This design comes from an exercise in tuning for small area on the open sky130 flow, not from production work.
The RTL was checked by simulation tests, not by an equivalence proof against the original design.
Power is estimated from default activity; no workload was simulated.

Design rpm_basys2_top, start of the top module:
module rpm_basys2_top(
    input mclk,
    input rst,
    output [6:0] seg,
    output       dp,
    output [3:0] an,
    input [3:0] btn,
    input  [7:0] sw,
    output [7:0] led,
    output adc_cs,
    input  adc_d0,
    input  adc_d1,
    output adc_clk
);
Size: roughly 810 cells after synthesis, about 340 flip-flops, roughly 10000 µm² of cells after synthesis.
==> module thresh, before the edit <==
module thresh(
    input        clk,
    input        rst,
    input [10:0] av,
    input        ns,
    output reg   pulse
);
    reg  [12:0] ic;
    wire icw = ic == 13'd7441;                        
    always @(posedge clk) begin
        if (rst)
            ic <= 13'd6755;                           
        else if (icw)
            ic <= 13'd1;                              
        else
            ic <= {ic[11:0], ic[12] ^ ic[3] ^ ic[2] ^ ic[0]};
    end
    reg [3:0] ph;            
    always @(posedge clk) begin
        if (rst)
            ph <= 0;
        else
            ph <= ph + 4'd1;
    end
    wire ph0  = ph == 4'd0;
    wire ph15 = ph == 4'd15;
    reg [175:0] ring;        
    wire [10:0] head = ring[175:165];
    reg [1:0]  st;           
    reg [3:0]  nidx;         
    reg        done;         
    reg [14:0] acc;          
    reg [9:0]  hyst;
    reg [10:0] mx, mn;
    wire clr = done & ~st[1];
    wire wr = (st == 2'd3) & (ph == nidx);
    wire [10:0] rin = wr ? av : (clr ? 11'd0 : head);
    always @(posedge clk)
        ring <= {ring[164:0], rin};
    genvar g;
    wire [10:0] sel = icw ? mn : head;
    wire [10:0] dd;
    wire [11:0] dc;
    assign dc[0] = icw;
    generate for (g = 0; g < 11; g = g + 1) begin : g_dd
        wire y = ~sel[g];
        assign dd[g]   = mx[g] ^ y ^ dc[g];
        assign dc[g+1] = (mx[g] & y) | (mx[g] & dc[g]) | (y & dc[g]);
    end endgenerate
    wire hlt = dc[11];       
    wire hge = ~hlt;
    wire dn  = ~ph0 & done;
    wire        hcnd = (dd[10:2] == 0) & (|mx[10:2]);
    wire [9:0]  hn   = {dd[10:5], dd[4] | hcnd, dd[3:2], dd[1] & ~hcnd};
    always @(posedge clk) begin
        if (rst) begin
            st   <= 0;
            nidx <= 4'd15;
            done <= 1;
            hyst <= 10'd8;
        end else begin
            if (icw) begin
                st   <= 2'd1;
                hyst <= hn;
            end else if (ph15 & (st != 0)) begin
                st <= st + 2'd1;
                if (st == 2'd3)
                    nidx <= nidx - 4'd1;
            end
            if (st == 2'd2)
                done <= dn | hlt;
            if (st == 2'd3)
                done <= 0;
        end
    end
    always @(posedge clk) begin
        if (clr | ((st == 2'd2) & ~dn & hlt))
            mn <= head;
        if (clr | ((st == 2'd3) & hge))
            mx <= head;
    end
    wire [14:0] aa = acc;
    wire [14:0] as;
    wire [15:0] ac;
    assign ac[0] = 1'b0;
    generate for (g = 0; g < 15; g = g + 1) begin : g_acc
        if (g < 11) begin : full
            assign as[g]   = aa[g] ^ head[g] ^ ac[g];
            assign ac[g+1] = (aa[g] & head[g]) | (aa[g] & ac[g]) | (head[g] & ac[g]);
        end else begin : half
            assign as[g]   = aa[g] ^ ac[g];
            assign ac[g+1] = aa[g] & ac[g];
        end
    end endgenerate
    wire aclr = (st == 2'd1) & ph15;
    always @(posedge clk) begin
        if (rst)
            acc <= 15'h4000;
        else if (aclr)
            acc <= 0;
        else if (st == 2'd2)
            acc <= as;
    end
    wire [11:0] thr = acc[14:3];
    wire [11:0] hb  = {2'b0, hyst} ^ {12{pulse}};
    wire [11:0] ylim;
    wire [12:0] yc;
    wire [12:0] pc;
    wire [11:0] smp = {av, 1'b0};
    assign yc[0] = pulse;
    assign pc[0] = ~pulse;
    generate for (g = 0; g < 12; g = g + 1) begin : g_lim
        wire ny = ~ylim[g];
        assign ylim[g] = thr[g] ^ hb[g] ^ yc[g];
        assign yc[g+1] = (thr[g] & hb[g]) | (thr[g] & yc[g]) | (hb[g] & yc[g]);
        assign pc[g+1] = (smp[g] & ny) | (smp[g] & pc[g]) | (ny & pc[g]);
    end endgenerate
    always @(posedge clk) begin
        if (rst)
            pulse <= 0;
        else if (ns)
            pulse <= pc[12];
    end
endmodule
==> flow/config.mk <==
export PLATFORM = sky130hd
export DESIGN_NAME = rpm_basys2_top
export DESIGN_NICKNAME = rpm_basys2_top
export VERILOG_FILES = /design/flow/design.v
export SDC_FILE = /design/flow/constraint.sdc
export NUM_CORES = 4
export LEC_CHECK = 0
export CAP_MARGIN = 20
export CORE_MARGIN = 2
export CORE_UTILIZATION = 40
export SLEW_MARGIN = 20
==> flow/constraint.sdc <==
create_clock -name core_clock -period 20.0 [get_ports {mclk}]
set_input_delay 4.0000 -clock core_clock [delete_from_list [all_inputs] [get_ports {mclk}]]
set_output_delay 4.0000 -clock core_clock [all_outputs]
set_load 0.01 [all_outputs]
standard.sh (not shown) runs the stock make flow with config.mk's settings and CLKGATE_MAP_FILE= SYNTH_SCRIPT=/design/flow/synth_recipe.tcl, a recipe that flattens the netlist after the stock synthesis.
==> flow/flow/run.sh <==
#!/bin/bash
# Layout flow: the standard flow (standard.sh), with
#  - synthesis through flow/own_synth.tcl: the standard flow's synthesis script with a
#    different ABC script and full adders only;
#  - port buffers of the smallest buffer cell;
#  - clock tree synthesis without dummy loads.
# Each step's output goes to its own log file here.
set -euo pipefail
work=$(pwd)
export FLOW_SYNTH_TCL="$work/synth_recipe.tcl"
args=(
  "SYNTH_SCRIPT=$work/flow/own_synth.tcl"
  "BUFFER_PORTS_ARGS=-buffer_cell sky130_fd_sc_hd__buf_1"
  "CTS_ARGS=-sink_clustering_enable -repair_clock_nets -sink_clustering_size 32 -sink_clustering_max_diameter 100 -buf_list sky130_fd_sc_hd__clkbuf_4 -root_buf sky130_fd_sc_hd__clkbuf_4 -sink_clustering_buffer sky130_fd_sc_hd__clkbuf_16 -dont_use_dummy_load"
)
bash standard.sh "${args[@]}" synth > "$work/own_synth.log" 2>&1
bash standard.sh "${args[@]}" finish > "$work/own_finish.log" 2>&1
test -f "$work/out/final.def"
==> flow/flow/own_synth.tcl <==
# Synthesis script for this flow: the standard flow's own synthesis script (which makes
# every synth call skip the fsm and share passes, then flattens and renames),
# with two commands replaced before it runs:
#  - extract_fa extracts full adders only (no half adders);
#  - abc runs Yosys's default area script on the same liberty and don't-use
#    list, without ORFS's speed script, delay target and buffering.
# Neither touches a register.
proc extract_fa {args} { yosys extract_fa -fa }
proc abc {args} {
  set keep {}
  set skip 0
  foreach a $args {
    if {$skip} { set skip 0; continue }
    if {$a eq "-script" || $a eq "-constr" || $a eq "-D"} { set skip 1; continue }
    lappend keep $a
  }
  yosys abc {*}$keep
}
source $::env(FLOW_SYNTH_TCL)
==> next run, changes <==
--- a/flow/design.v
+++ b/flow/design.v
@@ -111,9 +111,9 @@
     reg [1:0]  st;           
     reg [3:0]  nidx;         
-    reg        done;         
+    reg        clr;
+    reg        done;
     reg [14:0] acc;          
     reg [9:0]  hyst;
     reg [10:0] mx, mn;
-    wire clr = done & ~st[1];
     wire wr = (st == 2'd3) & (ph == nidx);
     wire [10:0] rin = wr ? av : (clr ? 11'd0 : head);
@@ -139,5 +139,5 @@
             st   <= 0;
             nidx <= 4'd15;
-            done <= 1;
+            clr  <= 1;
             hyst <= 10'd8;
         end else begin
@@ -145,4 +145,5 @@
                 st   <= 2'd1;
                 hyst <= hn;
+                clr  <= 0;
             end else if (ph15 & (st != 0)) begin
                 st <= st + 2'd1;
@@ -152,6 +153,4 @@
             if (st == 2'd2)
                 done <= dn | hlt;
-            if (st == 2'd3)
-                done <= 0;
         end
     end
Cell count barely changes.
Utilization barely changes.
Wire length decreases by 2.6%.
Via count decreases by 0.42%.
Power is about the same.
Flip-flop and latch count increases by 1.
Sequential power hardly moves.
Worst setup slack improves by 0.095 ns.
Count of clock-buffer cells in the layout is unchanged.
Hold slack is about the same.
Global-route usage decreases by 0.69 points.
Sequential share of layout area is about the same.
Die area increases by 0.62%.
Combinational power hardly moves.

[afterwards: timing with drivers on the ports]
How much do the figures lean on ideal ports? The routed layouts below were timed once more, with nothing changed but the port constraints. Step 1: set_driving_cell puts a clkbuf_16 on mclk and a buf_2 on each other input, an assumption about the parent block. Step 2 moves the port delays by t, midway between the first and last clock arrival at a register: inputs arrive t later, outputs are due t later. That takes back most of the time a late clock gives input paths. Three values: ideal ports, drivers, drivers and shift; two values: the first two.
| run | t, ns | setup WS [ns] | hold slack, ns | worst slew at a driven data input, ns |
|---|---|---|---|---|
| the first run | 0.696 | 13.155 / 13.113 / 13.554 | 0.291 / 0.291 / 0.291 | 0.03 |
| the second run | 0.669 | 13.250 / 13.213 / 13.484 | 0.292 / 0.292 / 0.292 | 0.03 |
After both steps every run listed still meets setup and hold.
